This is an optimization exercise on Yosys and OpenROAD, whose aim is a short achievable clock period and few clock cycles, not a production implementation.
In this exercise RTL edits were held to simulation tests only and were not proved equivalent to the original.
No activity file was given, so power comes from the tool's default toggle rates.

**design/flow/design.v**
```verilog
module projectCPU2021(
  clk,
  rst,
  wrEn,
  data_fromRAM,
  addr_toRAM,
  data_toRAM
);
input clk, rst;
input wire [15:0] data_fromRAM;
output wire [15:0] data_toRAM;
output wire wrEn;
output wire [12:0] addr_toRAM;
localparam OP_ADD = 3'd0, OP_NAND = 3'd1, OP_SRRL = 3'd2, OP_GE = 3'd3,
           OP_SZ = 3'd4, OP_CP2W = 3'd5, OP_CPFW = 3'd6, OP_JMP = 3'd7;
wire [15:0] din = data_fromRAM;
reg [12:0] addr_q;      
reg        we_q;        
reg        w2;          
reg        sel_q;       
reg        f1;          
reg [12:0] f1pc;
reg        f2;          
reg [12:0] f2pc;
reg        f2x;         
reg        i1, i2;      
assign addr_toRAM = sel_q ? din[12:0] : addr_q;
assign wrEn       = we_q & ~rst;
reg        p1v, p2v;    
reg [ 2:0] p1op, p2op;
reg [12:0] p1pc;
reg [ 9:0] p1blk1;      
reg        p1s, p2s;    
reg        szpend;      
reg        szunres;     
reg        szskip;      
reg [15:0] W;
reg [12:0] c2;          
reg        c2v;
assign data_toRAM = W;
reg [ 1:0] qv;          
reg        qh;
reg [15:0] qw0, qw1;
reg [12:0] qpc0, qpc1;
reg        qz0, qz1;    
reg [12:0] fpc;         
reg        fm;          
reg        lkv, lkh;    
reg        lkz;
reg [12:0] lkpc;
reg [15:0] lkw;
reg [15:0] ic_d [0:31];
reg [ 7:0] ic_t [0:31];
reg [31:0] ic_z;        
reg [31:0] ic_v;
reg        invp;        
reg [12:0] inva;
reg        invp2;
reg [12:0] inva2;
reg [ 7:0] invt;        
reg        invm;        
reg [ 4:0] inv3;
wire p2live = p2v & ~(p2s & szskip);
wire dz     = (din == 16'd0);
wire jres   = p2live & (p2op == OP_JMP);           
wire szres  = p2live & (p2op == OP_SZ);
wire [3:0] s = din[3:0];
wire hi0 = (din[15:6] == 10'd0);
wire m_shr = hi0 & ~din[5] & ~din[4];
wire m_shl = hi0 & ~din[5] &  din[4];
wire m_ror = hi0 &  din[5] & ~din[4];
wire [31:0] wl = {W, W} << s;
wire [31:0] wr = {W, W} >> s;
wire [15:0] sh = m_shr ? (W >> s) : m_shl ? (W << s) : m_ror ? wr[15:0] : wl[31:16];
wire        xadd  = p2live & (p2op == OP_ADD);
wire        xnand = p2live & (p2op == OP_NAND);
wire        xsrrl = p2live & (p2op == OP_SRRL);
wire        xge   = p2live & (p2op == OP_GE);
wire        xcp   = p2live & (p2op == OP_CP2W);
wire        wupd  = xadd | xnand | xsrrl | xge | xcp;
wire [15:0] alu   = ({16{xadd}}  & (W + din)) | ({16{xnand}} & ~(W & din)) |
                    ({16{xsrrl}} & sh) | ({16{xge}} & {15'd0, W >= din}) |
                    ({16{xcp}}   & din);
wire       stale = we_q & ((addr_q[12:3] == p1pc[12:3]) | (addr_q[12:3] == p1blk1));
wire        arrv = f2 & ~f2x;                       
wire        lkok = lkv & lkh;
wire        q0v  = qh ? qv[1] : qv[0];               
wire [15:0] q0w  = qh ? qw1  : qw0;
wire [12:0] q0pc = qh ? qpc1 : qpc0;
wire        q0z  = qh ? qz1  : qz0;
wire        qt   = q0v ? ~qh : qh;                  
wire        arrB = arrv & ec2v;
wire        hv   = q0v | lkok | arrB;
wire [15:0] hw   = q0v ? q0w  : lkok ? lkw  : din;
wire [12:0] hpc  = q0v ? q0pc : lkok ? lkpc : f2pc;
wire [ 2:0] hop  = hw[15:13];
wire        hvR   = q0v | lkok;
wire [15:0] hwR   = q0v ? q0w : lkw;
wire        hindR = q0v ? q0z : lkz;
wire        hwrR  = (hwR[15:13] == OP_CPFW);
wire        hszR  = (hwR[15:13] == OP_SZ);
wire        hniR  = hindR & ~ec2v;
wire        dz13 = (din[12:0] == 13'd0);
wire        hind = q0v ? q0z : lkok ? lkz : dz13;
wire        hindN = q0v ? q0z : lkz;                
wire [12:0] ec2  = w2 ? W[12:0] : c2;
wire        ec2v = w2 | c2v;
wire [12:0] hea  = hind ? ec2 : hw[12:0];
wire        hwr  = (hop == OP_CPFW);
wire        hsz  = (hop == OP_SZ);
wire        hni  = hindN & ~ec2v;                   
wire p1jmp  = p1v & (p1op == OP_JMP);
wire p1alu  = p1v & (p1op != OP_CPFW) & (p1op != OP_JMP) & (p1op != OP_SZ);
wire flush  = jres | stale;
wire szwait = szpend & szunres;                    
wire drop   = szpend & ~szunres & szskip & hv & ~flush;
wire can_dec = hv & ~flush & ~p1jmp & ~i1 & ~i2 & ~drop &
               ~(hwr & p1alu) & ~(szwait & (hwr | hsz | hni));
wire need_i  = can_dec & hni;
wire dec     = can_dec & ~need_i;
wire pop     = dec | drop;
wire okR     = ~flush & ~p1jmp & ~i1 & ~i2 & ~drop &
               ~(hwrR & p1alu) & ~(szwait & (hwrR | hszR | hniR));
wire beR     = hvR & okR;
wire dwrA    = (din[15:13] == OP_CPFW);
wire dszA    = (din[15:13] == OP_SZ);
wire beA     = ~hvR & arrB & ~flush & ~p1jmp & ~i1 & ~i2 & ~drop &
               ~(dwrA & p1alu) & ~(szwait & (dwrA | dszA));
wire f2live      = f2 & ~f2x;
wire owed2       = (qv[0] & (qv[1] | lkv | f1 | f2live)) | (qv[1] & (lkv | f1 | f2live)) |
                   (lkv & (f1 | f2live)) | (f1 & f2live);
wire space       = ~owed2;
wire used_new    = pop & ~q0v;                      
wire nwr         = (arrv | lkok) & ~flush;         
wire nw          = nwr & ~used_new;                 
wire [15:0] nww  = arrv ? din : lkw;
wire [12:0] nwpc = arrv ? f2pc : lkpc;
wire        nwz  = arrv ? dz13 : lkz;
wire fe_ok       = ~flush & ~(lkv & ~lkh);
wire port_free   = ~beR & ~beA & ~p1jmp & ~flush;
wire fetch       = fe_ok & fm & space & port_free;
wire look        = fe_ok & space & ~f1 & ~sel_q & ~fetch & ~fm &
                   ~(invp & (inva[4:0] == fpc[4:0])) & ~(invp2 & (inva2[4:0] == fpc[4:0])) &
                   ~(invm & (inv3 == fpc[4:0]));
wire [4:0] fidx  = fpc[4:0];
always @(posedge clk) begin
  if (rst) begin
    addr_q  <= 13'd2;           
    we_q    <= 1'b0;
    w2      <= 1'b0;
    sel_q   <= 1'b0;
    f1      <= 1'b0;
    f1pc    <= 13'd0;
    f2      <= 1'b0;
    f2x     <= 1'b0;
    i1      <= 1'b1;
    i2      <= 1'b0;
    fpc     <= 13'd0;
    fm      <= 1'b1;
    lkv     <= 1'b0;
    p1v     <= 1'b0;
    p2v     <= 1'b0;
    p1s     <= 1'b0;
    p2s     <= 1'b0;
    szpend  <= 1'b0;
    szunres <= 1'b0;
    szskip  <= 1'b0;
    qv      <= 2'b00;
    qh      <= 1'b0;
    W       <= 16'd0;
    c2v     <= 1'b0;
    ic_v    <= 32'd0;
    invp    <= 1'b0;
    invp2   <= 1'b0;
    invm    <= 1'b0;
  end else begin
    if (wupd) W <= alu;
    if (w2) begin c2 <= W[12:0]; c2v <= 1'b1; end
    if (i2) begin c2 <= din[12:0]; c2v <= 1'b1; end
    if (f2) begin
      ic_d[f2pc[4:0]] <= din;
      ic_t[f2pc[4:0]] <= f2pc[12:5];
      ic_z[f2pc[4:0]] <= dz13;
      ic_v[f2pc[4:0]] <= 1'b1;
    end
    invp <= we_q;
    inva <= addr_q;
    invp2 <= invp;
    inva2 <= inva;
    invt  <= ic_t[inva[4:0]];
    invm  <= invp2 & (invt == inva2[12:5]);
    inv3  <= inva2[4:0];
    if (invm)
      ic_v[inv3] <= 1'b0;
    lkv  <= look;
    lkpc <= fpc;
    lkh  <= ic_v[fidx] & (ic_t[fidx] == fpc[12:5]);
    lkw  <= ic_d[fidx];
    lkz  <= ic_z[fidx];
    if (szres) begin
      szskip  <= dz;
      szunres <= 1'b0;
    end
    if (dec) begin
      szpend <= hsz;
      if (hsz) szunres <= 1'b1;
    end else if (drop)
      szpend <= 1'b0;
    p2v  <= p1v;
    p2op <= p1op;
    p2s  <= p1s;
    p1v  <= dec;
    p1op <= hop;
    p1pc <= hpc;
    p1blk1 <= hpc[12:3] + 10'd1;
    p1s  <= szpend;
    i2   <= i1;
    i1   <= need_i;
    f2   <= f1 | sel_q;
    f2pc <= sel_q ? din[12:0] : f1pc;
    f2x  <= f1 & flush | sel_q & ~jres;
    if (nwr) begin
      if (qt) begin qw1 <= nww; qpc1 <= nwpc; qz1 <= nwz; end
      else    begin qw0 <= nww; qpc0 <= nwpc; qz0 <= nwz; end
    end
    if (flush)
      qv <= 2'b00;
    else begin : qupd
      reg [1:0] v;
      v = qv;
      if (pop & q0v) v[qh] = 1'b0;
      if (nw) v[qt] = 1'b1;
      qv <= v;
      if (pop & q0v) qh <= ~qh;
    end
    we_q  <= 1'b0;
    w2    <= 1'b0;
    sel_q <= 1'b0;
    f1    <= 1'b0;
    if (jres) begin
      addr_q <= din[12:0] + 13'd1;
      f1     <= 1'b1;
      f1pc   <= din[12:0] + 13'd1;
      fpc    <= din[12:0] + 13'd2;
      fm     <= 1'b0;
    end else if (stale) begin
      fpc <= p1pc + 13'd1;
      fm  <= 1'b0;
    end else begin
      if (p1jmp)
        sel_q <= 1'b1;
      else if (dec) begin
        addr_q <= hea;
        we_q   <= hwr;
        w2     <= hwr & (hind ? (ec2 == 13'd2) : (hw[12:0] == 13'd2));
      end else if (need_i)
        addr_q <= 13'd2;
      else if (fetch) begin
        addr_q <= fpc;
        f1     <= 1'b1;
        f1pc   <= fpc;
      end
      if (lkv & ~lkh) begin
        fm  <= 1'b1;
        fpc <= lkpc;
      end else if (fetch | look)
        fpc <= fpc + 13'd1;
    end
  end
end
endmodule
```
**design/flow/run.sh**
```bash
#!/bin/bash
# synth_recipe.tcl (not shown) runs the flow's synth.tcl, then flattens the netlist and writes it again
# the make line also repeats each setting of config.mk as NAME=value (left out here)
make -C /OpenROAD-flow-scripts/flow DESIGN_CONFIG=/design/flow/config.mk WORK_HOME=/design/flow/orfs CLKGATE_MAP_FILE= SYNTH_SCRIPT=/design/flow/synth_recipe.tcl finish
```
**design/flow/config.mk**
```make
export PLATFORM = sky130hd
export DESIGN_NAME = projectCPU2021
export DESIGN_NICKNAME = projectCPU2021
export VERILOG_FILES = /design/flow/design.v
export SDC_FILE = /design/flow/constraint.sdc
export NUM_CORES = 4
export LEC_CHECK = 0
export ABC_CLOCK_PERIOD_IN_PS = 2000
export CAP_MARGIN = 20
export CORE_MARGIN = 2
export CORE_UTILIZATION = 40
export SETUP_SLACK_MARGIN = 2.4
export SLEW_MARGIN = 20
```
**design/flow/constraint.sdc**
```tcl
create_clock -name core_clock -period 4.5 [get_ports {clk}]
set_input_delay 0.9000 -clock core_clock [delete_from_list [all_inputs] [get_ports {clk}]]
set_output_delay 0.9000 -clock core_clock [all_outputs]
set_load 0.01 [all_outputs]
```
==> impl_metrics.json, run 1 <==
{
  "min_period_ns": 2.71,
  "use_met1_pct": 37.3,
  "netlist_area_um2": 51300,
  "cts_num_sinks": 1101,
  "slew_viol_final": 0,
  "cts_buffer_depth": 3,
  "max_cap_violations": 0,
  "grt_pass1_wl_um": 248000,
  "relSlewSlack_pct": 36.4,
  "ys_seq_area_share_pct": 62.1,
  "fin_skew_ns": 0.0807,
  "critPathBufInv": 2,
  "synth_cell_type_count": 89,
  "die_h_um": 362,
  "ys_ff_latch": 1101,
  "worst_setup_path_start_kind": "flop",
  "dp.cells": 5040,
  "p_leak_uw": 0.0225,
  "grt_busiest_layer": "met2",
  "ys.flop_type": "edfxtp_1",
  "die-area_um2": 131000,
  "p_total_uw": 27100,
  "dp_hpwl_um": 96300,
  "synth_area_leader_cell": "edfxtp_1",
  "switchingPower_uw": 7520,
  "rows": 131,
  "syn_nets": 3490,
  "overflow": 0,
  "cp_max_fo": 5,
  "min_path_type": "reg2reg",
  "clk_pin_slew_ns": 0.07,
  "path_depth": 10,
  "synthCells": 3424,
  "rsz0062_at_grt": "true",
  "clk_latency_ns": 0.74,
  "hold_start": "inva[6]",
  "cp.arrival_ns": 3.25,
  "clock_power_share_pct": 34.5,
  "cts_tree": "built",
  "comb_power_share_pct": 21.9,
  "critPathMaxStageDelay_ns": 0.52,
  "track_usage_pct": 26.2,
  "core_um2": 128000,
  "dieWidth_um": 362,
  "whs_ns": 0.418,
  "crit_path_end": "lkh",
  "outcome": "no timing/DRC/antenna violations",
  "criticalPathCategory": "reg2reg",
  "grt.met3_usage_pct": 5.31,
  "synth_edf_count": 985,
  "reg2regPathDepth": 10,
  "instances_no_fill": 5674,
  "ant_nets": 0,
  "setup_viol": 0,
  "drtIter0Drc": 4888,
  "drt_first_pass_iters": 6,
  "slowest_stage": "mux4_2",
  "met2_usage_pct": 39.8,
  "path_delay_family": "simple AND/OR/NAND/NOR gates",
  "synth_warnings": 1,
  "ir_worst_vdd_mv": 0.366,
  "sw_frac_of_total_pct": 27.8,
  "async_flop_share_pct": 0,
  "first_global_vias": 33982,
  "gp_congestion": 0.951,
  "htree_levels": 3,
  "worst-r2r-setup-slack_ns": 1.79,
  "fmax_mhz": 370,
  "pin_count": 48,
  "p_int_uw": 19600,
  "pwr-share-seq_pct": 43.6,
  "post_drt_wl_per_cell_um": 31.3,
  "io_buffers": 47,
  "vias": 35689,
  "synth_area_per_cell_um2": 15.0,
  "drive_gt1_share_pct": 43.1,
  "cp.required_ns": 5.05,
  "path_cells": "buf_12 > clkbuf_16 > mux4_2 > nor2_2 > nor3_1 > a21oi_1 > o211ai_1 > xnor2_1 > nand4_1 > nor3_4",
  "synth_commonest_cells": "985 x edfxtp_1, 321 x mux4_2, 230 x nor2_1, 214 x nand2_1, 178 x o21ai_0",
  "p_per_area_nw_per_um2": 402,
  "start_util_pct": 40.3,
  "synth.most_common_cell": "edfxtp_1",
  "via_per_inst": 6.29,
  "clockRootBuffer": "clkbuf_16",
  "netlist_top_cells_area": "edfxtp_1 58%, mux4_2 14%, dfxtp_1 4.5%, mux2i_1 2.1%, mux2_2 1.8%",
  "period_share_pct": 60.1,
  "grt_antenna_before_repair": 7,
  "synth_top_area_share_pct": 57.6,
  "hold_violations": 0,
  "crit-reg2reg-capture": "lkh",
  "tightest_slew_ns": 0.955,
  "drcViolationCount": 0,
  "finalSetupTns_ns": 0,
  "numCtsBuffers": 110,
  "grt_max_degree": 75,
  "syn2layout_area_growth_pct": 31.1,
  "nets": 3980,
  "drt-total-wl_um": 177000,
  "cp-end-kind": "flop"
}
## final cells by class
cell class	instances	area, µm²
diodes	2	5.00
clock buffers	149	2950
clock inverters	59	677
fillers	10094	60200
inverters	71	320
multi-input cells	2025	21600
flip-flops and latches	1101	32000
well taps	1662	2080
repair buffers	605	7630
## routing by layer
| metal | share of wire (%) | vias to the layer above |
|---|---|---|
| met5 | 0.019 | - |
| met4 | 4.5 | 4 |
| met3 | 11 | 446 |
| met2 | 45 | 2147 |
| met1 | 40 | 18484 |
| li1 | - | 14608 |
## worst min path at each step
stage / end / slack (ns) / cells after the start
after global routing: ic_d[17][2] / 0.43 / 1
after floorplan: inva2[10] / 0.40 / 0
after detailed placement: inva2[6] / 0.41 / 0
final: inva2[6] / 0.42 / 0
after CTS: inva2[6] / 0.42 / 0
after global placement: inva2[7] / 0.40 / 0
## worst reg2reg max path, cell delays in order (launching register included)
cell and delay (ns):
dfxtp_4 0.45, buf_12 0.15, clkbuf_16 0.14, mux4_2 0.52
nor2_2 0.16, nor3_1 0.08, a21oi_1 0.12, o211ai_1 0.24
xnor2_1 0.23, nand4_1 0.17, nor3_4 0.28
## through the flow
step,setup WS [ns],area (µm²),utilization (%)
finish,1.79,67300,52.8
detailed placement,0.599,54600,42.8
global route,1.78,67300,52.8
CTS,1.81,64800,50.8
global placement,0.635,54600,42.8
floorplan,1.54,52000,-
## timing repair
action | 4_1_cts | 5_1_grt
pin swaps | 217 | 165
endpoints found under the setup margin | 1035 | 523
cloned | 47 | 9
hold buffers | 0 | 0
buffers inserted | 282 | 85
resized for setup | 921 | 373
## power groups by stage
| stage | Sequential (µW) | Combinational [µW] | Clock, µW |
|---|---|---|---|
| final | 11800 | 5930 | 9340 |
| after CTS | 11800 | 5440 | 9430 |
| after floorplan | 11800 | 2810 | 0 |
| after global routing | 11800 | 6170 | 9820 |
| after detailed placement | 12200 | 3900 | 0 |
| after global placement | 12200 | 3880 | 0 |
## flip-flops by register name, indices dropped and copies added, names as in the netlist, 16 cells and up, named ones only
signal,cells
ic_v,32
lkw,16
W,16
ic_z,32
qw0,16
qw1,16
ic_d,512
ic_t,256
## placed cells by master (no fill, tap or decap), types with 24 or more instances in the layout
cell type    n
dfxtp_1     73
edfxtp_1   985
nand4_1     31
o21ai_1     34
xnor2_1     64
inv_1       58
nand2_1    144
buf_12      83
a21oi_1     88
xor2_1      34
nand2_2     38
o21ai_0     93
clkbuf_16  118
buf_6      154
nand3_1     40
a21oi_2     51
mux2_2      68
nor2_4      57
dfxtp_4     33
nor2_1     160
o21ai_2     40
mux2i_1     91
buf_8       30
buf_16      49
ha_1        28
mux4_2     321
nand2_4     24
a211oi_1    45
nor2b_1     41
a211oi_2    46
buf_4      262
clkbuf_1    35
## cell families after synthesis
| family | after synthesis | share of synthesized area [%] |
|---|---|---|
| DFF | 1101 | 62.1 |
| buffers and inverters | 303 | 2.40 |
| muxes | 514 | 18.1 |
| xor gates and xnor gates | 118 | 2.01 |
| and+or+nand+nor | 717 | 6.51 |
| adders and majority gates | 49 | 1.20 |
| AOI/OAI and AO/OA | 622 | 7.67 |
Testbench counts, summed over its fixed seeds: cycles 43,387.
==> inputs of run 2 (changes only) <==
--- a/design/flow/design.v
+++ b/design/flow/design.v
@@ -144,4 +144,8 @@
                    ~(invm & (inv3 == fpc[4:0]));
 wire [4:0] fidx  = fpc[4:0];
+reg  [31:0] tmatch;
+integer ti;
+always @* for (ti = 0; ti < 32; ti = ti + 1) tmatch[ti] = ic_v[ti] & (ic_t[ti] == fpc[12:5]);
+wire        fhit = tmatch[fidx];
 always @(posedge clk) begin
   if (rst) begin
@@ -195,5 +199,5 @@
     lkv  <= look;
     lkpc <= fpc;
-    lkh  <= ic_v[fidx] & (ic_t[fidx] == fpc[12:5]);
+    lkh  <= fhit;
     lkw  <= ic_d[fidx];
     lkz  <= ic_z[fidx];
==> impl_metrics.json, run 2 <==
{
  "fmax_mhz": 375,
  "cp.required_ns": 3.60,
  "drcViolationCount": 0,
  "die-area_um2": 133000,
  "synth_cell_type_count": 88,
  "cp-end-kind": "primary output",
  "cts_num_sinks": 1096,
  "period_share_pct": 59.3,
  "gp_congestion": 0.916,
  "comb_power_share_pct": 20.0,
  "cp_max_fo": 6,
  "htree_levels": 3,
  "clock_power_share_pct": 35.6,
  "track_usage_pct": 26.6,
  "ys_seq_area_share_pct": 61.0,
  "finalSetupTns_ns": 0,
  "path_cells": "buf_8 > buf_12 > nand2_4 > o21ai_1 > buf_2",
  "async_flop_share_pct": 0,
  "grt_pass1_wl_um": 256000,
  "synth.most_common_cell": "edfxtp_1",
  "synth_warnings": 1,
  "relSlewSlack_pct": 44.6,
  "worst_setup_path_start_kind": "flop",
  "drt-total-wl_um": 183000,
  "core_um2": 129000,
  "clk_latency_ns": 0.77,
  "switchingPower_uw": 7210,
  "drive_gt1_share_pct": 39.8,
  "overflow": 0,
  "start_util_pct": 40.3,
  "grt_antenna_before_repair": 4,
  "sw_frac_of_total_pct": 27.4,
  "vias": 36865,
  "numCtsBuffers": 115,
  "cp.arrival_ns": 1.77,
  "slowest_stage": "dfxtp_4",
  "fin_skew_ns": 0.0698,
  "drt_first_pass_iters": 8,
  "ir_worst_vdd_mv": 0.342,
  "critPathMaxStageDelay_ns": 0.42,
  "hold_violations": 0,
  "cts_tree": "built",
  "p_leak_uw": 0.0229,
  "io_buffers": 47,
  "die_h_um": 365,
  "synthCells": 3621,
  "pin_count": 48,
  "path_delay_family": "buffers and inverters",
  "max_cap_violations": 0,
  "ant_nets": 0,
  "rsz0062_at_grt": "true",
  "synth_area_leader_cell": "edfxtp_1",
  "clk_pin_slew_ns": 0.06,
  "min_path_type": "in2reg",
  "setup_viol": 0,
  "critPathBufInv": 3,
  "syn2layout_area_growth_pct": 31.3,
  "via_per_inst": 6.16,
  "grt_max_degree": 114,
  "dp_hpwl_um": 102000,
  "largest_reg_flops": 512,
  "final_util_pct": 52.9,
  "final_cell_mix": "985 x edfxtp_1, 311 x buf_4, 274 x mux4_2, 222 x xnor2_1, 184 x nand2_1",
  "syn_nets": 3689,
  "final_common_cell": "edfxtp_1",
  "outcome": "no timing/DRC/antenna violations",
  "cts_buffer_depth": 3,
  "netlist_top_cells_area": "edfxtp_1 57%, mux4_2 12%, dfxtp_1 4.3%, xnor2_1 3.9%, xor2_1 2.2%",
  "pwr-share-seq_pct": 44.4,
  "dieWidth_um": 365,
  "synth_top_area_share_pct": 56.7,
  "synth_commonest_cells": "985 x edfxtp_1, 274 x mux4_2, 231 x xnor2_1, 219 x nand2_1, 216 x nor2_1",
  "drtIter0Drc": 5243,
  "ys.flop_type": "edfxtp_1",
  "clockRootBuffer": "clkbuf_16",
  "first_global_vias": 35440,
  "ys_ff_latch": 1096,
  "nets": 4210,
  "synth_edf_count": 985,
  "netlist_area_um2": 52200,
  "slew_viol_final": 0,
  "rows": 132,
  "post_drt_wl_per_cell_um": 30.6,
  "min_period_ns": 2.67,
  "criticalPathCategory": "reg2out",
  "tightest_slew_ns": 0.831,
  "synth_area_per_cell_um2": 14.4,
  "p_int_uw": 19100,
  "p_per_area_nw_per_um2": 384
}
==> run 2: per-stage QoR <==
stage | area [µm²] | cells | setup slack (ns) | power, µW | hold slack, ns
finish | 68500 | 5985 | 1.83 | 26300 | 0.374
global route | 68500 | 5983 | 1.76 | 27000 | 0.348
CTS | 66100 | 5892 | 1.86 | 25900 | 0.334
detailed placement | 55500 | 5306 | 0.751 | 15500 | 0.406
global placement | 55500 | 5306 | 0.843 | 15400 | 0.406
floorplan | 52800 | 3621 | 1.33 | 14200 | 0.400
==> run 2: worst reg2reg max path, cell delays in order (launching register included) <==
cell      delay (ns)
edfxtp_1        0.44
xnor2_1         0.20
nand4_1         0.13
nor3_2          0.29
nor2_1          0.11
buf_6           0.15
buf_4           0.16
nand2_1         0.08
a21oi_2         0.11
a21oi_1         0.68
a211oi_2        0.16
==> run 2: final timing paths <==
check	startpoint	to	slack [ns]	depth (start not counted)
worst min-delay path	data_fromRAM[9]	ic_d[16][9]	0.37	1
worst max register to register	p1pc[8]	fpc[1]	1.84	10
worst max-delay path	sel_q	addr_toRAM[11]	1.83	5
worst min register to register	inva[9]	inva2[9]	0.42	0
==> run 2: layout make-up <==
cell class / instances / area [µm²]
multi-input combinational: 2206 / 22400
inverter: 70 / 307
clock buffer: 136 / 2980
clock inverter: 80 / 727
antenna: 2 / 5.00
timing repair buffer: 653 / 7950
tap: 1742 / 2180
sequential: 1096 / 32000
fill: 10246 / 61000
==> run 2: cell families after synthesis <==
group / share of synthesized area [%]
adders and majority gates: 1.23
muxes: 14.4
and+or+nand+nor: 7.73
AOI/OAI and AO/OA: 7.00
xor gates and xnor gates: 6.11
DFF: 61.0
buffers and inverters: 2.59
==> run 2: power groups by stage <==
| stage | clock, µW | combinational, µW | sequential (µW) |
|---|---|---|---|
| after global routing | 9880 | 5450 | 11700 |
| after detailed placement | 0 | 3410 | 12000 |
| after CTS | 9450 | 4810 | 11700 |
| final | 9360 | 5270 | 11700 |
| after floorplan | 0 | 2390 | 11800 |
| after global placement | 0 | 3400 | 12000 |
==> run 2: layer usage <==
layer | vias up | global-route usage (%) | wire (µm)
met3 | 466 | 5.29 | 19700
met1 | 18846 | 37.6 | 72200
met2 | 2400 | 40.2 | 82600
li1 | 15153 | - | -
met4 | 0 | 10.7 | 8540
met5 | - | 0 | 0
==> run 2: timing repair <==
item	4_1_cts	5_1_grt
pin swaps	208	128
resized for setup	943	311
cloned	44	12
hold buffers	0	0
endpoints found under the setup margin	1039	489
setup buffers	326	79
Testbench counts of run 2, summed over its fixed seeds: cycles 43,387.
==> inputs of run 3 (changes only) <==
--- a/design/flow/design.v
+++ b/design/flow/design.v
@@ -25,4 +25,5 @@
 reg        f2x;         
 reg        i1, i2;      
+reg        rd2;         
 assign addr_toRAM = sel_q ? din[12:0] : addr_q;
 assign wrEn       = we_q & ~rst;
@@ -137,5 +138,5 @@
 wire [12:0] nwpc = arrv ? f2pc : lkpc;
 wire        nwz  = arrv ? dz13 : lkz;
-wire fe_ok       = ~flush & ~(lkv & ~lkh);
+wire fe_ok       = ~flush & ~rd2 & ~(lkv & ~lkh);
 wire port_free   = ~beR & ~beA & ~p1jmp & ~flush;
 wire fetch       = fe_ok & fm & space & port_free;
@@ -150,15 +151,16 @@
 always @(posedge clk) begin
   if (rst) begin
-    addr_q  <= 13'd2;           
+    addr_q  <= 13'd0;           
     we_q    <= 1'b0;
     w2      <= 1'b0;
     sel_q   <= 1'b0;
-    f1      <= 1'b0;
+    f1      <= 1'b1;
     f1pc    <= 13'd0;
     f2      <= 1'b0;
     f2x     <= 1'b0;
-    i1      <= 1'b1;
+    i1      <= 1'b0;
+    rd2     <= 1'b1;
     i2      <= 1'b0;
-    fpc     <= 13'd0;
+    fpc     <= 13'd1;
     fm      <= 1'b1;
     lkv     <= 1'b0;
@@ -220,5 +222,6 @@
     p1s  <= szpend;
     i2   <= i1;
-    i1   <= need_i;
+    i1   <= need_i | rd2;
+    rd2  <= 1'b0;
     f2   <= f1 | sel_q;
     f2pc <= sel_q ? din[12:0] : f1pc;
@@ -258,5 +261,5 @@
         we_q   <= hwr;
         w2     <= hwr & (hind ? (ec2 == 13'd2) : (hw[12:0] == 13'd2));
-      end else if (need_i)
+      end else if (need_i | rd2)
         addr_q <= 13'd2;
       else if (fetch) begin
==> impl_metrics.json, run 3 <==
{
  "outcome": "no timing/DRC/antenna violations",
  "vias": 37629,
  "clock_power_share_pct": 35.7,
  "synth_commonest_cells": "985 x edfxtp_1, 272 x mux4_2, 217 x nand2_1, 202 x nor2_1, 199 x xnor2_1",
  "switchingPower_uw": 7500,
  "clk_pin_slew_ns": 0.06,
  "min_period_ns": 2.85,
  "p_per_area_nw_per_um2": 389,
  "numCtsBuffers": 116,
  "synth_top_area_share_pct": 56.7,
  "setup_viol": 0,
  "cp.required_ns": 5.11,
  "synthCells": 3588,
  "tightest_slew_ns": 1.00,
  "ant_nets": 0,
  "ir_worst_vdd_mv": 0.306,
  "drt_first_pass_iters": 10,
  "nets": 4329,
  "final_cell_mix": "985 x edfxtp_1, 375 x buf_4, 273 x mux4_2, 188 x xnor2_1, 180 x nand2_1",
  "gp_congestion": 0.955,
  "dp.cells": 5278,
  "ys_ff_latch": 1097,
  "worst_setup_path_start_kind": "flop",
  "synth_area_per_cell_um2": 14.5,
  "p_int_uw": 19900,
  "synth_area_leader_cell": "edfxtp_1",
  "netlist_area_um2": 52200,
  "dp_hpwl_um": 101000,
  "hold_buffers": 0,
  "pin_count": 48,
  "instances_no_fill": 6100,
  "via_per_inst": 6.17,
  "synth_edf_count": 985,
  "cp_max_fo": 5,
  "drive_gt1_share_pct": 42.3,
  "die_h_um": 365,
  "worst-r2r-setup-slack_ns": 1.65,
  "criticalPathCategory": "reg2reg",
  "crit-reg2reg-capture": "fpc[1]",
  "synth_warnings": 1,
  "drt-total-wl_um": 188000,
  "cts_tree": "built",
  "whs_ns": 0.420,
  "drcViolationCount": 0,
  "first_global_vias": 35161,
  "crit_path_end": "fpc[1]",
  "reg2regPathDepth": 13,
  "drtIter0Drc": 5897,
  "cts_buffer_depth": 3,
  "io_buffers": 47,
  "overflow": 0,
  "crit_start": "inva[0]",
  "async_flop_share_pct": 0,
  "track_usage_pct": 26.6,
  "grt_max_degree": 90,
  "pwr-share-seq_pct": 42.8,
  "critPathMaxStageDelay_ns": 0.57,
  "start_util_pct": 40.3,
  "min_path_type": "reg2reg",
  "hold_violations": 0,
  "max_cap_violations": 0,
  "core_um2": 129000,
  "ys_seq_area_share_pct": 61.0,
  "netlist_top_cells_area": "edfxtp_1 57%, mux4_2 12%, dfxtp_1 4.3%, xnor2_1 3.3%, xor2_1 2.9%",
  "synth.most_common_cell": "edfxtp_1",
  "clk_latency_ns": 0.77,
  "clockRootBuffer": "clkbuf_16",
  "synth_cell_type_count": 94,
  "die-area_um2": 133000,
  "cts_num_sinks": 1097,
  "rsz0062_at_grt": "true",
  "r2r_start": "inva[0]",
  "fin_skew_ns": 0.0683,
  "p_leak_uw": 0.0242,
  "grt_antenna_before_repair": 5,
  "fmax_mhz": 351,
  "sw_frac_of_total_pct": 27.4,
  "final_common_cell": "edfxtp_1",
  "path_cells": "buf_12 > buf_8 > xor2_2 > nor4_2 > nand3_1 > nand4_1 > or4_4 > nand4_4 > buf_12 > buf_16 > buf_12 > nor2_2 > a211oi_2",
  "syn2layout_area_growth_pct": 35.0,
  "largest_reg_flops": 512,
  "slowest_stage": "or4_4",
  "path_common_cell": "buf_12",
  "relSlewSlack_pct": 32.7,
  "syn_nets": 3655,
  "cp-end-kind": "flop",
  "period_share_pct": 63.4,
  "post_drt_wl_per_cell_um": 30.8,
  "dieWidth_um": 365,
  "slew_viol_final": 0,
  "rows": 132,
  "htree_levels": 3,
  "comb_power_share_pct": 21.5,
  "ys.flop_type": "edfxtp_1",
  "grt_pass1_wl_um": 256000,
  "finalSetupTns_ns": 0,
  "cp.arrival_ns": 3.46
}
run 3: cell types whose count changed after synthesis, moves of 8 or more:
cell | previous run | this run
a221oi_1 | 11 | 20
nor3_1 | 34 | 47
xnor2_1 | 231 | 199
o31ai_1 | 7 | 16
o21ai_0 | 173 | 156
buf_4 | 5 | 13
mux2i_1 | 65 | 48
a311oi_1 | 30 | 10
a21oi_1 | 123 | 141
clkbuf_1 | 134 | 126
nor2_1 | 216 | 202
buf_1 | 45 | 18
mux2_2 | 58 | 72
xor2_1 | 133 | 174
run 3: worst min path at each step:
stage                          start           end  slack, ns  cells past startpoint
floorplan                   inva[10]     inva2[10]       0.40                      0
global placement             inva[7]      inva2[7]       0.40                      0
detailed placement           inva[9]      inva2[9]       0.41                      0
CTS                 data_fromRAM[11]  ic_d[19][11]       0.40                      1
global route        data_fromRAM[11]  ic_d[17][11]       0.42                      1
finish                       inva[9]      inva2[9]       0.42                      0
run 3: power by group through the flow:
stage          logic [µW]  clock network, µW  registers [µW]
2_1_floorplan        2500                  0           11800
3_3_place_gp         3480                  0           12100
3_5_place_dp         3490                  0           12100
4_1_cts              5030               9860           11700
5_1_grt              6060              10300           11800
6_report             5880               9780           11700
run 3: worst max-delay path, delay by kind of cell, from the launching register on:
family / cells / cell delay [ns]
buffers and inverters: 5 / 0.66
and+or+nand+nor: 6 / 1.34
xor gates and xnor gates: 1 / 0.13
AOI/OAI and AO/OA: 1 / 0.17
DFF: 1 / 0.41
run 3: area by class of cell:
cell class,instances,area [µm²]
Inverter,70,309
Tap cell,1742,2180
Fill cell,10025,59000
Multi-Input combinational cell,2199,22400
Antenna cell,1,2.50
Clock inverter,68,759
Timing Repair Buffer,778,9670
Clock buffer,145,3130
Sequential cell,1097,32000
run 3: logic make-up after synthesis:
| family | synth area share (%) |
|---|---|
| flip-flops | 61.0 |
| AND/OR/NAND/NOR | 7.62 |
| AO/OA/AOI/OAI | 7.00 |
| multiplexers | 14.4 |
| XOR/XNOR | 6.26 |
| buffers and inverters | 2.61 |
| adder cells (fa/ha/maj) | 1.19 |
run 3: timing repair:
item                       in CTS  in global routing
pin swaps                     188                181
resized for setup             838                426
setup endpoints to repair    1032                853
setup buffers                 350                178
cloned                         56                 24
run 3: per-stage QoR:
| step | setup WS, ns | instance area [µm²] | utilization, % | total power (µW) |
|---|---|---|---|---|
| after detailed placement | 0.626 | 55400 | 42.8 | 15600 |
| after CTS | 1.72 | 66500 | 51.4 | 26600 |
| final | 1.65 | 70500 | 54.4 | 27400 |
| after global placement | 0.623 | 55400 | 42.8 | 15600 |
| after floorplan | 0.998 | 52600 | - | 14300 |
| after global routing | 1.62 | 70500 | 54.4 | 28100 |
run 3: layer usage:
layer,routed length [µm],track usage [%],up-vias
met3,22300,5.34,529
met4,8780,9.04,2
met5,13,0,-
met2,85100,41.2,2605
li1,-,-,15365
met1,71900,37.6,19128
Testbench counts of run 3, summed over its fixed seeds: cycles 43,515.
==> inputs of run 4 (changes only) <==
--- a/design/flow/design.v
+++ b/design/flow/design.v
@@ -18,4 +18,5 @@
 reg        we_q;        
 reg        w2;          
+reg        fdat;        
 reg        sel_q;       
 reg        f1;          
@@ -39,5 +40,6 @@
 reg [12:0] c2;          
 reg        c2v;
-assign data_toRAM = W;
+wire [15:0] wdat = fdat ? din : W;                 
+assign data_toRAM = wdat;
 reg [ 1:0] qv;          
 reg        qh;
@@ -105,5 +107,5 @@
 wire        hind = q0v ? q0z : lkok ? lkz : dz13;
 wire        hindN = q0v ? q0z : lkz;                
-wire [12:0] ec2  = w2 ? W[12:0] : c2;
+wire [12:0] ec2  = w2 ? wdat[12:0] : c2;
 wire        ec2v = w2 | c2v;
 wire [12:0] hea  = hind ? ec2 : hw[12:0];
@@ -113,19 +115,21 @@
 wire p1jmp  = p1v & (p1op == OP_JMP);
 wire p1alu  = p1v & (p1op != OP_CPFW) & (p1op != OP_JMP) & (p1op != OP_SZ);
+wire p1cp   = p1v & (p1op == OP_CP2W) & ~p1s;
+wire p1haz  = p1alu & ~p1cp;
 wire flush  = jres | stale;
 wire szwait = szpend & szunres;                    
 wire drop   = szpend & ~szunres & szskip & hv & ~flush;
 wire can_dec = hv & ~flush & ~p1jmp & ~i1 & ~i2 & ~drop &
-               ~(hwr & p1alu) & ~(szwait & (hwr | hsz | hni));
+               ~(hwr & p1haz) & ~(szwait & (hwr | hsz | hni));
 wire need_i  = can_dec & hni;
 wire dec     = can_dec & ~need_i;
 wire pop     = dec | drop;
 wire okR     = ~flush & ~p1jmp & ~i1 & ~i2 & ~drop &
-               ~(hwrR & p1alu) & ~(szwait & (hwrR | hszR | hniR));
+               ~(hwrR & p1haz) & ~(szwait & (hwrR | hszR | hniR));
 wire beR     = hvR & okR;
 wire dwrA    = (din[15:13] == OP_CPFW);
 wire dszA    = (din[15:13] == OP_SZ);
 wire beA     = ~hvR & arrB & ~flush & ~p1jmp & ~i1 & ~i2 & ~drop &
-               ~(dwrA & p1alu) & ~(szwait & (dwrA | dszA));
+               ~(dwrA & p1haz) & ~(szwait & (dwrA | dszA));
 wire f2live      = f2 & ~f2x;
 wire owed2       = (qv[0] & (qv[1] | lkv | f1 | f2live)) | (qv[1] & (lkv | f1 | f2live)) |
@@ -154,4 +158,5 @@
     we_q    <= 1'b0;
     w2      <= 1'b0;
+    fdat    <= 1'b0;
     sel_q   <= 1'b0;
     f1      <= 1'b1;
@@ -182,5 +187,5 @@
   end else begin
     if (wupd) W <= alu;
-    if (w2) begin c2 <= W[12:0]; c2v <= 1'b1; end
+    if (w2) begin c2 <= wdat[12:0]; c2v <= 1'b1; end
     if (i2) begin c2 <= din[12:0]; c2v <= 1'b1; end
     if (f2) begin
@@ -243,4 +248,5 @@
     we_q  <= 1'b0;
     w2    <= 1'b0;
+    fdat  <= 1'b0;
     sel_q <= 1'b0;
     f1    <= 1'b0;
@@ -261,4 +267,5 @@
         we_q   <= hwr;
         w2     <= hwr & (hind ? (ec2 == 13'd2) : (hw[12:0] == 13'd2));
+        fdat   <= hwr & p1cp;
       end else if (need_i | rd2)
         addr_q <= 13'd2;
==> impl_metrics.json, run 4 <==
{
  "outcome": "no timing/DRC/antenna violations",
  "n_fill_cell": 10318,
  "drtIter0Drc": 5501,
  "setup_viol": 0,
  "worst_setup_path_start_kind": "flop",
  "met2_length_um": 84700,
  "cts_num_sinks": 1098,
  "finalSetupTns_ns": 0,
  "criticalPathCategory": "reg2out",
  "crit_start": "fdat",
  "post_drt_wl_per_cell_um": 31.5,
  "layout_setup_ws_ns": 1.73,
  "syn_nets": 3689,
  "ys_ff_latch": 1098,
  "wl_met3_um": 20600,
  "rows": 132,
  "ys.flop_type": "edfxtp_1",
  "cp.arrival_ns": 1.87,
  "sw_frac_of_total_pct": 27.2,
  "pwr-share-seq_pct": 43.6,
  "syn2layout_area_growth_pct": 33.0,
  "largest_reg_flops": 512,
  "numCtsBuffers": 114,
  "first_global_vias": 35206,
  "nets": 4257,
  "hold_buffers": 0,
  "ys_seq_area_share_pct": 61.0,
  "grt_antenna_before_repair": 10,
  "drcViolationCount": 0,
  "synth_edf_count": 985,
  "critPathMaxStageDelay_ns": 0.40,
  "cts_tree": "built",
  "synth_warnings": 1,
  "p_int_uw": 19500,
  "final_cell_mix": "985 x edfxtp_1, 334 x buf_4, 265 x mux4_2, 211 x xor2_1, 183 x nand2_1",
  "clock_power_share_pct": 35.5,
  "preCtsSetupSlack_ns": 0.593,
  "netlist_top_cells_area": "edfxtp_1 57%, mux4_2 11%, dfxtp_1 4.3%, xor2_1 3.5%, xnor2_1 2.6%",
  "path_cells": "buf_12 > buf_12 > mux2i_4 > inv_1 > buf_2",
  "via_per_inst": 6.19,
  "clockRootBuffer": "clkbuf_16",
  "clk_latency_ns": 0.75,
  "max_cap_violations": 0,
  "cp.required_ns": 3.60,
  "ant_nets": 0,
  "async_flop_share_pct": 0,
  "ir_worst_vdd_mv": 0.370,
  "min_period_ns": 2.77,
  "synth_commonest_cells": "985 x edfxtp_1, 265 x mux4_2, 227 x nand2_1, 211 x xor2_1, 185 x o21ai_0",
  "io_buffers": 47,
  "die-area_um2": 133000,
  "hold_start": "data_fromRAM[9]",
  "htree_levels": 3,
  "drt-total-wl_um": 190000,
  "fin_skew_ns": 0.0620,
  "track_usage_pct": 27.3,
  "final_common_cell": "edfxtp_1",
  "core_um2": 129000,
  "rsz0062_at_grt": "true",
  "gp_congestion": 0.950,
  "overflow": 0,
  "hold_violations": 0,
  "wl_met1_um": 75300,
  "synth_top_area_share_pct": 56.7,
  "start_util_pct": 40.3,
  "r2r_start": "inva[0]",
  "p_per_area_nw_per_um2": 387,
  "netlist_area_um2": 52200,
  "clk_pin_slew_ns": 0.06,
  "pin_count": 48,
  "slew_viol_final": 0,
  "synth_area_leader_cell": "edfxtp_1",
  "p_leak_uw": 0.0240,
  "drive_gt1_share_pct": 40.3,
  "relSlewSlack_pct": 34.7,
  "grt_max_degree": 96,
  "synth_cell_type_count": 79,
  "cp-end-kind": "primary output",
  "synthCells": 3623,
  "grt_pass1_wl_um": 261000,
  "synth.most_common_cell": "edfxtp_1",
  "dieWidth_um": 365,
  "vias": 37310,
  "drt_first_pass_iters": 7,
  "fmax_mhz": 360,
  "tightest_slew_ns": 0.980,
  "dp_hpwl_um": 106000,
  "min_path_type": "in2reg",
  "top_layer": "met5",
  "slowest_stage": "dfxtp_4",
  "cts_buffer_depth": 3,
  "die_h_um": 365,
  "cp_max_fo": 4,
  "period_share_pct": 61.7,
  "path_common_cell": "buf_12",
  "synth_area_per_cell_um2": 14.4,
  "comb_power_share_pct": 20.9,
  "switchingPower_uw": 7310
}
run 4: changes by cell type after synthesis, moves of 13 or more:
| cell | before | now |
|---|---|---|
| mux2i_1 | 48 | 104 |
| buf_1 | 18 | 61 |
| buf_2 | 77 | 35 |
| xnor2_1 | 199 | 157 |
| xor2_1 | 174 | 211 |
| o21ai_0 | 156 | 185 |
| nor2_1 | 202 | 179 |
| clkbuf_1 | 126 | 144 |
| a31oi_1 | 43 | 29 |
| nor4_1 | 50 | 64 |
| a221oi_1 | 20 | 7 |
run 4: what timing repair did:
item,CTS,global route
setup endpoints to repair,1042,619
buffers inserted,291,129
hold endpoints to repair,0,0
pin swaps,179,164
gates resized for setup,908,368
gates cloned,58,15
run 4: area by class of cell:
class | count | area (µm²) | area share, %
clock inverter | 65 | 732 | 1.06
inverter | 83 | 383 | 0.552
clock buffer | 146 | 3000 | 4.33
multi-input combinational | 2203 | 22300 | 32.2
antenna | 2 | 5.00 | 0.00721
timing repair buffer | 691 | 8750 | 12.6
sequential | 1098 | 32000 | 46.1
tap | 1742 | 2180 | 3.14
run 4: kinds of logic (layout without fill, tap and decap cells):
family	after synthesis	in the layout	share of synthesized area (%)
adder cells (fa/ha/maj)	49	49	1.19
AO/OA/AOI/OAI	553	553	6.49
XOR/XNOR	368	368	6.18
multiplexers	447	447	15.1
other	0	2	0
buffers and inverters	327	985	2.50
AND/OR/NAND/NOR	781	786	7.47
flip-flops	1098	1098	61.0
run 4: stage by stage:
| stage | instance area [µm²] | std cells | hold WS [ns] | util (%) | power (µW) |
|---|---|---|---|---|---|
| 6_report | 69400 | 6030 | 0.384 | 53.6 | 26900 |
| 5_1_grt | 69400 | 6028 | 0.363 | 53.6 | 27500 |
| 4_1_cts | 66300 | 5884 | 0.350 | 51.2 | 26300 |
| 3_5_place_dp | 55600 | 5324 | 0.406 | 42.9 | 15500 |
| 3_3_place_gp | 55600 | 5324 | 0.401 | 42.9 | 15400 |
| 2_1_floorplan | 52500 | 3623 | 0.400 | - | 14100 |
run 4: metal layers:
metal / vias to the layer above / global-route usage (%)
li1: 15220 / -
met3: 550 / 5.96
met4: 6 / 9.01
met1: 19124 / 38.6
met2: 2410 / 41.8
met5: - / 0
run 4: path summary, 6_finish.rpt:
kind / endpoint / slack (ns) / cells after the start
worst max register to register: invt[1] / 1.79 / 7
worst min register to register: inva2[6] / 0.42 / 0
worst min-delay path: ic_d[4][9] / 0.38 / 1
worst max-delay path: data_toRAM[7] / 1.73 / 5
run 4: worst max-delay path: cells and delay by family, from the launching register on:
kind	cells	cell delay, ns
DFF	1	0.40
muxes	1	0.28
buffers and inverters	4	0.46
run 4: power groups by stage:
stage                     Clock, µW  Sequential [µW]  Combinational [µW]
final                          9530            11700                5600
after global routing          10000            11700                5770
after CTS                      9600            11700                4960
after detailed placement          0            12100                3390
after global placement            0            12100                3370
after floorplan                   0            11800                2330
Testbench counts of run 4, summed over its fixed seeds: cycles 42,789.
==> inputs of run 5 (changes only) <==
--- a/design/flow/design.v
+++ b/design/flow/design.v
@@ -26,5 +26,4 @@
 reg        f2x;         
 reg        i1, i2;      
-reg        rd2;         
 assign addr_toRAM = sel_q ? din[12:0] : addr_q;
 assign wrEn       = we_q & ~rst;
@@ -142,5 +141,5 @@
 wire [12:0] nwpc = arrv ? f2pc : lkpc;
 wire        nwz  = arrv ? dz13 : lkz;
-wire fe_ok       = ~flush & ~rd2 & ~(lkv & ~lkh);
+wire fe_ok       = ~flush & ~(lkv & ~lkh);
 wire port_free   = ~beR & ~beA & ~p1jmp & ~flush;
 wire fetch       = fe_ok & fm & space & port_free;
@@ -155,17 +154,16 @@
 always @(posedge clk) begin
   if (rst) begin
-    addr_q  <= 13'd0;           
+    addr_q  <= 13'd2;           
     we_q    <= 1'b0;
     w2      <= 1'b0;
     fdat    <= 1'b0;
     sel_q   <= 1'b0;
-    f1      <= 1'b1;
+    f1      <= 1'b0;
     f1pc    <= 13'd0;
     f2      <= 1'b0;
     f2x     <= 1'b0;
-    i1      <= 1'b0;
-    rd2     <= 1'b1;
+    i1      <= 1'b1;
     i2      <= 1'b0;
-    fpc     <= 13'd1;
+    fpc     <= 13'd0;
     fm      <= 1'b1;
     lkv     <= 1'b0;
@@ -227,6 +225,5 @@
     p1s  <= szpend;
     i2   <= i1;
-    i1   <= need_i | rd2;
-    rd2  <= 1'b0;
+    i1   <= need_i;
     f2   <= f1 | sel_q;
     f2pc <= sel_q ? din[12:0] : f1pc;
@@ -268,5 +265,5 @@
         w2     <= hwr & (hind ? (ec2 == 13'd2) : (hw[12:0] == 13'd2));
         fdat   <= hwr & p1cp;
-      end else if (need_i | rd2)
+      end else if (need_i)
         addr_q <= 13'd2;
       else if (fetch) begin
==> impl_metrics.json, run 5 <==
{
  "outcome": "no timing/DRC/antenna violations",
  "layout_setup_ws_ns": 1.79,
  "track_usage_pct": 27.6,
  "synth_area_leader_cell": "edfxtp_1",
  "comb_power_share_pct": 21.5,
  "tightest_slew_ns": 0.967,
  "pwr-share-seq_pct": 44.2,
  "post_drt_wl_per_cell_um": 31.4,
  "numCtsBuffers": 111,
  "slew_viol_final": 0,
  "fin_area_um2": 70000,
  "dp.cells": 5361,
  "fmax_mhz": 369,
  "cp.arrival_ns": 1.81,
  "rows": 132,
  "drt_first_pass_iters": 6,
  "p_leak_uw": 0.0240,
  "synth_cell_type_count": 84,
  "syn_nets": 3732,
  "ys_seq_area_share_pct": 61.0,
  "criticalPathCategory": "reg2out",
  "synth_top_area_share_pct": 56.7,
  "dp_hpwl_um": 105000,
  "worst_setup_path_start_kind": "flop",
  "syn2layout_area_growth_pct": 34.2,
  "grt_antenna_before_repair": 10,
  "htree_levels": 3,
  "dieWidth_um": 365,
  "start_util_pct": 40.3,
  "grt_max_degree": 82,
  "diodes": 0,
  "cts_buffer_depth": 3,
  "fin_skew_ns": 0.0423,
  "relSlewSlack_pct": 35.4,
  "gp_congestion": 0.933,
  "hold_violations": 0,
  "final_common_cell": "edfxtp_1",
  "setup_viol": 0,
  "p_per_area_nw_per_um2": 380,
  "synth_area_per_cell_um2": 14.2,
  "hold_buffers": 0,
  "cp.required_ns": 3.60,
  "grt_pass1_wl_um": 263000,
  "die-area_um2": 133000,
  "preCtsSetupSlack_ns": 0.734,
  "sw_frac_of_total_pct": 27.7,
  "cts_num_sinks": 1097,
  "overflow": 0,
  "clock_power_share_pct": 34.2,
  "first_global_vias": 35669,
  "whs_ns": 0.416,
  "clk_latency_ns": 0.73,
  "instances_no_fill": 6101,
  "cp_max_fo": 6,
  "cp-end-kind": "primary output",
  "via_per_inst": 6.13,
  "switchingPower_uw": 7380,
  "synth.most_common_cell": "edfxtp_1",
  "rsz0062_at_grt": "true",
  "synth_edf_count": 985,
  "clk_pin_slew_ns": 0.07,
  "vias": 37428,
  "dpl_cell_area_um2": 55500,
  "synthCells": 3666,
  "drt-total-wl_um": 192000,
  "netlist_area_um2": 52200,
  "period_share_pct": 60.2,
  "drtIter0Drc": 5301,
  "cts_tree": "built",
  "pin_count": 48,
  "min_path_type": "reg2reg",
  "netlist_top_cells_area": "edfxtp_1 57%, mux4_2 11%, dfxtp_1 4.3%, xnor2_1 3.7%, xor2_1 2.5%",
  "finalSetupTns_ns": 0,
  "max_cap_violations": 0,
  "drcViolationCount": 0,
  "clockRootBuffer": "clkbuf_16",
  "synth_commonest_cells": "985 x edfxtp_1, 257 x mux4_2, 230 x nand2_1, 219 x xnor2_1, 196 x o21ai_0",
  "ys.flop_type": "edfxtp_1",
  "ant_nets": 0,
  "nets": 4331,
  "largest_reg_flops": 512,
  "core_um2": 129000,
  "final_cell_mix": "985 x edfxtp_1, 359 x buf_4, 257 x mux4_2, 196 x xnor2_1, 191 x nand2_1",
  "min_period_ns": 2.71,
  "synth_warnings": 1,
  "die_h_um": 365,
  "ys_ff_latch": 1097,
  "ir_worst_vdd_mv": 0.289,
  "drive_gt1_share_pct": 41.5,
  "io_buffers": 47,
  "async_flop_share_pct": 0,
  "p_int_uw": 19200
}
## run 5: changes by cell type in the layout (fill, tap and decap cells not counted), moves of 11 or more
cell / change
xor2_1: -66
xnor2_1: +46
buf_4: +25
o21ai_2: +23
nand4_1: +22
xnor2_2: +17
nor2_2: +15
mux2_4: +13
a31oi_1: -12
mux2i_2: +12
mux2_2: -11
## run 5: final timing paths
kind | from | slack (ns) | cells after the start | endpoint
setup reg to reg | qh | 1.89 | 10 | w2
hold reg to reg | inva[9] | 0.42 | 0 | inva2[9]
setup / recovery | fdat | 1.79 | 4 | data_toRAM[11]
hold / removal | inva[9] | 0.42 | 0 | inva2[9]
## run 5: worst max-delay path, cell delays in order (launching register included)
cell     delay, ns
dfxtp_4       0.42
buf_12        0.17
mux2i_4       0.28
inv_1         0.07
buf_2         0.14
## run 5: logic make-up (layout without fill, tap and decap cells)
kind of cell / Yosys count / in the layout / synth area share (%)
adders and majority gates: 48 / 48 / 1.17
AOI/OAI and AO/OA: 605 / 605 / 7.03
xor gates and xnor gates: 366 / 366 / 6.15
muxes: 441 / 441 / 14.8
buffers and inverters: 326 / 1009 / 2.45
and+or+nand+nor: 783 / 793 / 7.37
DFF: 1097 / 1097 / 61.0
## run 5: repair_timing
action | 4_1_cts | 5_1_grt
gates cloned | 60 | 13
setup buffers | 370 | 90
gates resized for setup | 1067 | 316
endpoints found under the setup margin | 1119 | 717
pin swaps | 226 | 132
endpoints found under the hold margin | 0 | 0
## run 5: stage by stage
step / total power (µW) / utilization (%)
floorplan: 14400 / -
global placement: 15800 / 42.9
detailed placement: 15800 / 42.9
CTS: 26100 / 52.2
global route: 27300 / 54.0
finish: 26600 / 54.0
## run 5: power groups by stage
stage / registers [µW] / logic [µW] / clock network (µW)
after floorplan: 11800 / 2570 / 0
after global placement: 12100 / 3670 / 0
after detailed placement: 12100 / 3690 / 0
after CTS: 11700 / 5200 / 9170
after global routing: 11800 / 5930 / 9580
final: 11800 / 5730 / 9100
## run 5: area by class of cell
| class | instances | area [µm²] |
|---|---|---|
| Clock inverter | 67 | 579 |
| Multi-Input combinational cell | 2253 | 23000 |
| Inverter | 86 | 380 |
| Tap cell | 1742 | 2180 |
| Sequential cell | 1097 | 32000 |
| Fill cell | 10125 | 59500 |
| Timing Repair inverter | 1 | 11.3 |
| Clock buffer | 140 | 2940 |
| Timing Repair Buffer | 715 | 8910 |
## run 5: metal layers
metal,GRT usage (%),vias to the layer above,routed length [µm]
li1,-,15422,-
met4,11.0,6,9210
met5,0,-,34
met2,43.3,2352,87800
met1,37.6,19167,74200
met3,5.74,481,20400
Testbench counts of run 5, summed over its fixed seeds: cycles 42,661.

afterwards: timing with drivers on the ports:
No port has a modelled driver above. Below, the same layouts with a new extraction and two added sets of constraints.
Step 1, drivers: a clkbuf_16 drives clk and a buf_2 each remaining input, both assumed.
Step 2 moves the port delays by t, midway between the first and last clock arrival at a register: inputs arrive t later, outputs are due t later. That takes back most of the time a late clock gives input paths.
Slacks: ideal / step 1 / step 2; pairs: ideal / step 1.
| run | t, ns | slack for setup (ns) | slew at the worst register clock pin (ns) |
|---|---|---|---|
| run 1 | 0.784 | 1.795 / 1.721 / 1.212 | 0.07 / 0.07 |
| run 2 | 0.810 | 1.833 / 1.760 / 1.017 | 0.07 / 0.07 |
| run 3 | 0.811 | 1.648 / 1.648 / 0.990 | 0.07 / 0.07 |
| run 4 | 0.792 | 1.726 / 1.646 / 1.188 | 0.07 / 0.07 |
| run 5 | 0.786 | 1.790 / 1.712 / 1.023 | 0.07 / 0.07 |
After both steps every run listed still meets setup and hold. For run 2, which loses most, drivers alone change the setup slack by -0.073 ns; drivers and shift together by -0.816 ns.
